From an optimization exercise on the open Yosys and OpenROAD flow, aimed at small area; shortcuts taken in it are not production practice.
Function was checked by simulation only, so behaviour that the tests miss may differ from the original.

==> 12-23 <==
==> flow/design.v <==
module bcd_a_7seg_anodo_comun (
    input  [3:0] bcd,
    output reg [6:0] catodo   
);
    always @* begin
        case (bcd)
            4'd0:  catodo = 7'b0000001;
            4'd1:  catodo = 7'b1001111;
            4'd2:  catodo = 7'b0010010;
            4'd3:  catodo = 7'b0000110;
            4'd4:  catodo = 7'b1001100;
            4'd5:  catodo = 7'b0100100;
            4'd6:  catodo = 7'b0100000;
            4'd7:  catodo = 7'b0001111;
            4'd8:  catodo = 7'b0000000;
            4'd9:  catodo = 7'b0000100;
            4'd10: catodo = 7'b0001000;  
            4'd11: catodo = 7'b1100000;  
            4'd12: catodo = 7'b0110001;  
            4'd13: catodo = 7'b1000010;  
            4'd14: catodo = 7'b0110000;  
            4'd15: catodo = 7'b0111000;  
            default: catodo = 7'b1111111;
        endcase
    end
endmodule
module antirrebote #(
    parameter CLK_HZ = 50_000_000,
    parameter DEBOUNCE_MS = 10
)(
    input  clk,
    input  rst,
    input  nivel,        
    output reg estable
);
    localparam integer LIM = (CLK_HZ/1000)*DEBOUNCE_MS;
    reg [31:0] cnt;
    reg s0, s1, prev;
    always @(posedge clk) begin
        if (rst) begin
            s0 <= 1'b0; s1 <= 1'b0; prev <= 1'b0; cnt <= 0; estable <= 1'b0;
        end else begin
        s0 <= nivel; s1 <= s0;
        if (s1 == prev) begin
            if (cnt < LIM) cnt <= cnt + 1; else estable <= s1;
        end else begin
            prev <= s1; cnt <= 0;
        end
        end
    end
endmodule
module practica2 #(
    parameter CLK_HZ = 50_000_000,
    parameter BOTON_ACTIVO_BAJO = 1
)(
    input        clk,
    input        rst,            
    input  [3:0] interruptor,    
    input  [3:0] boton,          
    output [6:0] catodo,         
    output       punto,          
    output [3:0] anodo           
);
    wire [3:0] hex = interruptor[3:0];
    wire [3:0] btn_nivel = BOTON_ACTIVO_BAJO ? ~boton : boton;
    wire b0, b1, b2, b3;
    antirrebote #(.CLK_HZ(CLK_HZ)) db0(.clk(clk), .rst(rst), .nivel(btn_nivel[0]), .estable(b0));
    antirrebote #(.CLK_HZ(CLK_HZ)) db1(.clk(clk), .rst(rst), .nivel(btn_nivel[1]), .estable(b1));
    antirrebote #(.CLK_HZ(CLK_HZ)) db2(.clk(clk), .rst(rst), .nivel(btn_nivel[2]), .estable(b2));
    antirrebote #(.CLK_HZ(CLK_HZ)) db3(.clk(clk), .rst(rst), .nivel(btn_nivel[3]), .estable(b3));
    reg b0d, b1d, b2d, b3d;
    wire ev0 =  b0 & ~b0d;
    wire ev1 =  b1 & ~b1d;
    wire ev2 =  b2 & ~b2d;
    wire ev3 =  b3 & ~b3d;
    reg [1:0] sel;  
    always @(posedge clk) begin
        if (rst) begin
            b0d <= 1'b0; b1d <= 1'b0; b2d <= 1'b0; b3d <= 1'b0; sel <= 2'd0;
        end else begin
        b0d <= b0; b1d <= b1; b2d <= b2; b3d <= b3;
        if (ev0) sel <= 2'd0;
        else if (ev1) sel <= 2'd1;
        else if (ev2) sel <= 2'd2;
        else if (ev3) sel <= 2'd3;
        end
    end
    wire [6:0] seg;
    bcd_a_7seg_anodo_comun udec(.bcd(hex), .catodo(seg));
    assign catodo = seg;
    assign punto  = 1'b1;                  
    assign anodo  = ~(4'b0001 << sel);     
endmodule
==> flow/run.sh <==
#!/bin/bash
# synth_recipe.tcl (not shown) runs the flow's synth.tcl, then flattens the netlist and writes it again
# the make line also repeats each setting of config.mk as NAME=value (left out here)
make -C /OpenROAD-flow-scripts/flow DESIGN_CONFIG=/design/flow/config.mk WORK_HOME=/design/flow/orfs CLKGATE_MAP_FILE= SYNTH_SCRIPT=/design/flow/synth_recipe.tcl finish
==> flow/config.mk <==
export PLATFORM = sky130hd
export DESIGN_NAME = practica2
export DESIGN_NICKNAME = practica2
export VERILOG_FILES = /design/flow/design.v
export SDC_FILE = /design/flow/constraint.sdc
export NUM_CORES = 4
export LEC_CHECK = 0
export CAP_MARGIN = 20
export CORE_MARGIN = 2
export CORE_UTILIZATION = 40
export SLEW_MARGIN = 20
==> flow/constraint.sdc <==
create_clock -name core_clock -period 20.0 [get_ports {clk}]
set_input_delay 4.0000 -clock core_clock [delete_from_list [all_inputs] [get_ports {clk}]]
set_output_delay 4.0000 -clock core_clock [all_outputs]
set_load 0.01 [all_outputs]
==> 12-16 (differences from 12-23) <==
==> flow/design.v, changed modules only <==
module bcd_a_7seg_anodo_comun (
    input  [3:0] bcd,
    output reg [6:0] catodo   
);
    always @* begin
        case (bcd)
            4'd0:  catodo = 7'b0000001;
            4'd1:  catodo = 7'b1001111;
            4'd2:  catodo = 7'b0010010;
            4'd3:  catodo = 7'b0000110;
            4'd4:  catodo = 7'b1001100;
            4'd5:  catodo = 7'b0100100;
            4'd6:  catodo = 7'b0100000;
            4'd7:  catodo = 7'b0001111;
            4'd8:  catodo = 7'b0000000;
            4'd9:  catodo = 7'b0000100;
            4'd10: catodo = 7'b0001000;  
            4'd11: catodo = 7'b1100000;  
            4'd12: catodo = 7'b0110001;  
            4'd13: catodo = 7'b1000010;  
            4'd14: catodo = 7'b0110000;  
            default: catodo = 7'b0111000;  
        endcase
    end
endmodule
module antirrebote #(
    parameter [18:0] TOP = 19'h4a5c5    
)(
    input  clk,
    input  rst,
    input  nivel,        
    output reg e,        
    output rise          
);
    localparam [18:0] INV = 19'h2aaaa;
    reg  [18:0] q_r;
    wire [18:0] q   = q_r ^ INV;
    wire        top = (q == TOP);
    wire        u   = nivel ^ e;
    wire        h   = u & ~top & ~rst;
    wire        fb  = ~(q[18] ^ q[5]);
    wire [18:0] qn  = {q[17:0] & {18{h}}, ~rst & (u ^ top) & (top | fb)};
    assign rise = top & ~e & ~rst;
    always @(posedge clk) begin
        q_r <= qn ^ INV;
        e   <= ~rst & (e ^ top);
    end
endmodule
module practica2 #(
    parameter CLK_HZ = 50_000_000,
    parameter BOTON_ACTIVO_BAJO = 1
)(
    input        clk,
    input        rst,            
    input  [3:0] interruptor,    
    input  [3:0] boton,          
    output [6:0] catodo,         
    output       punto,          
    output [3:0] anodo           
);
    wire [3:0] btn_nivel = BOTON_ACTIVO_BAJO ? ~boton : boton;
    wire [3:0] e, rise;
    antirrebote db0(.clk(clk), .rst(rst), .nivel(btn_nivel[0]), .e(e[0]), .rise(rise[0]));
    antirrebote db1(.clk(clk), .rst(rst), .nivel(btn_nivel[1]), .e(e[1]), .rise(rise[1]));
    antirrebote db2(.clk(clk), .rst(rst), .nivel(btn_nivel[2]), .e(e[2]), .rise(rise[2]));
    antirrebote db3(.clk(clk), .rst(rst), .nivel(btn_nivel[3]), .e(e[3]), .rise(rise[3]));
    reg [1:0] sel_a, sel_b, sel;
    always @(posedge clk) begin
        if (rst) begin
            sel_a <= 2'd0; sel_b <= 2'd0; sel <= 2'd0;
        end else begin
            if (rise[0]) sel_a <= 2'd0;
            else if (rise[1]) sel_a <= 2'd1;
            else if (rise[2]) sel_a <= 2'd2;
            else if (rise[3]) sel_a <= 2'd3;
            sel_b <= sel_a;
            sel   <= sel_b;
        end
    end
    bcd_a_7seg_anodo_comun udec(.bcd(interruptor), .catodo(catodo));
    assign punto = 1'b1;
    assign anodo = ~(4'b0001 << sel);
endmodule
==> flow_metrics.py <==
metrics = {
    "status": {
        "status": "complete, no violations",
    },
    "cells_and_area": {
        "seq_area_share": 0.431,
        "filler_cell_count": 1358,
    },
    "synthesis": {
        "synth_top_cells_by_area": "sky130_fd_sc_hd__dfxtp_1 50%, sky130_fd_sc_hd__and2_1 5.8%, sky130_fd_sc_hd__nor2_1 5.3%",
    },
}
[end of results for 12-23]
==> flow_metrics.py <==
metrics = {
    "clock_network": {
        "clock_tree.buffer_depth": 2,
    },
    "cells_and_area": {
        "filler_cell_count": 695,
        "seq_area_share": 0.492,
    },
    "grt": {
        "grt_busiest_layer": "met2",
    },
    "critical_path": {
        "crit_fanout": 6,
    },
    "status": {
        "status": "complete, no violations",
    },
}
[end of results for 12-16]

separate check: timing with driven ports:
The results above use ideal ports. As a check the final layouts listed here were re-extracted and re-timed, cells and wires unchanged.
Step 1 (the two cells are an assumption about what drives the block):
set clk [get_ports {clk}]
set_driving_cell -lib_cell sky130_fd_sc_hd__clkbuf_16 $clk
set_driving_cell -lib_cell sky130_fd_sc_hd__buf_2 [delete_from_list [all_inputs] $clk]
Step 2 times the ports against the registers' clock, not the clock port: input delays grow and output delays shrink by t, the midpoint of the rising clock arrivals with the driver on.
a / b / c = ideal / step 1 / step 2; a / b = the first two.
run	t, ns	setup WS [ns]	cell pins on the clock port's net
12-23	0.454	9.983 / 9.958 / 9.958	1
12-16	0.371	9.947 / 9.918 / 9.918	1
After both steps every run listed still meets setup and hold. The setup slack of 12-16, which loses most, moves by -0.029 ns with the drivers and by -0.029 ns with both steps.
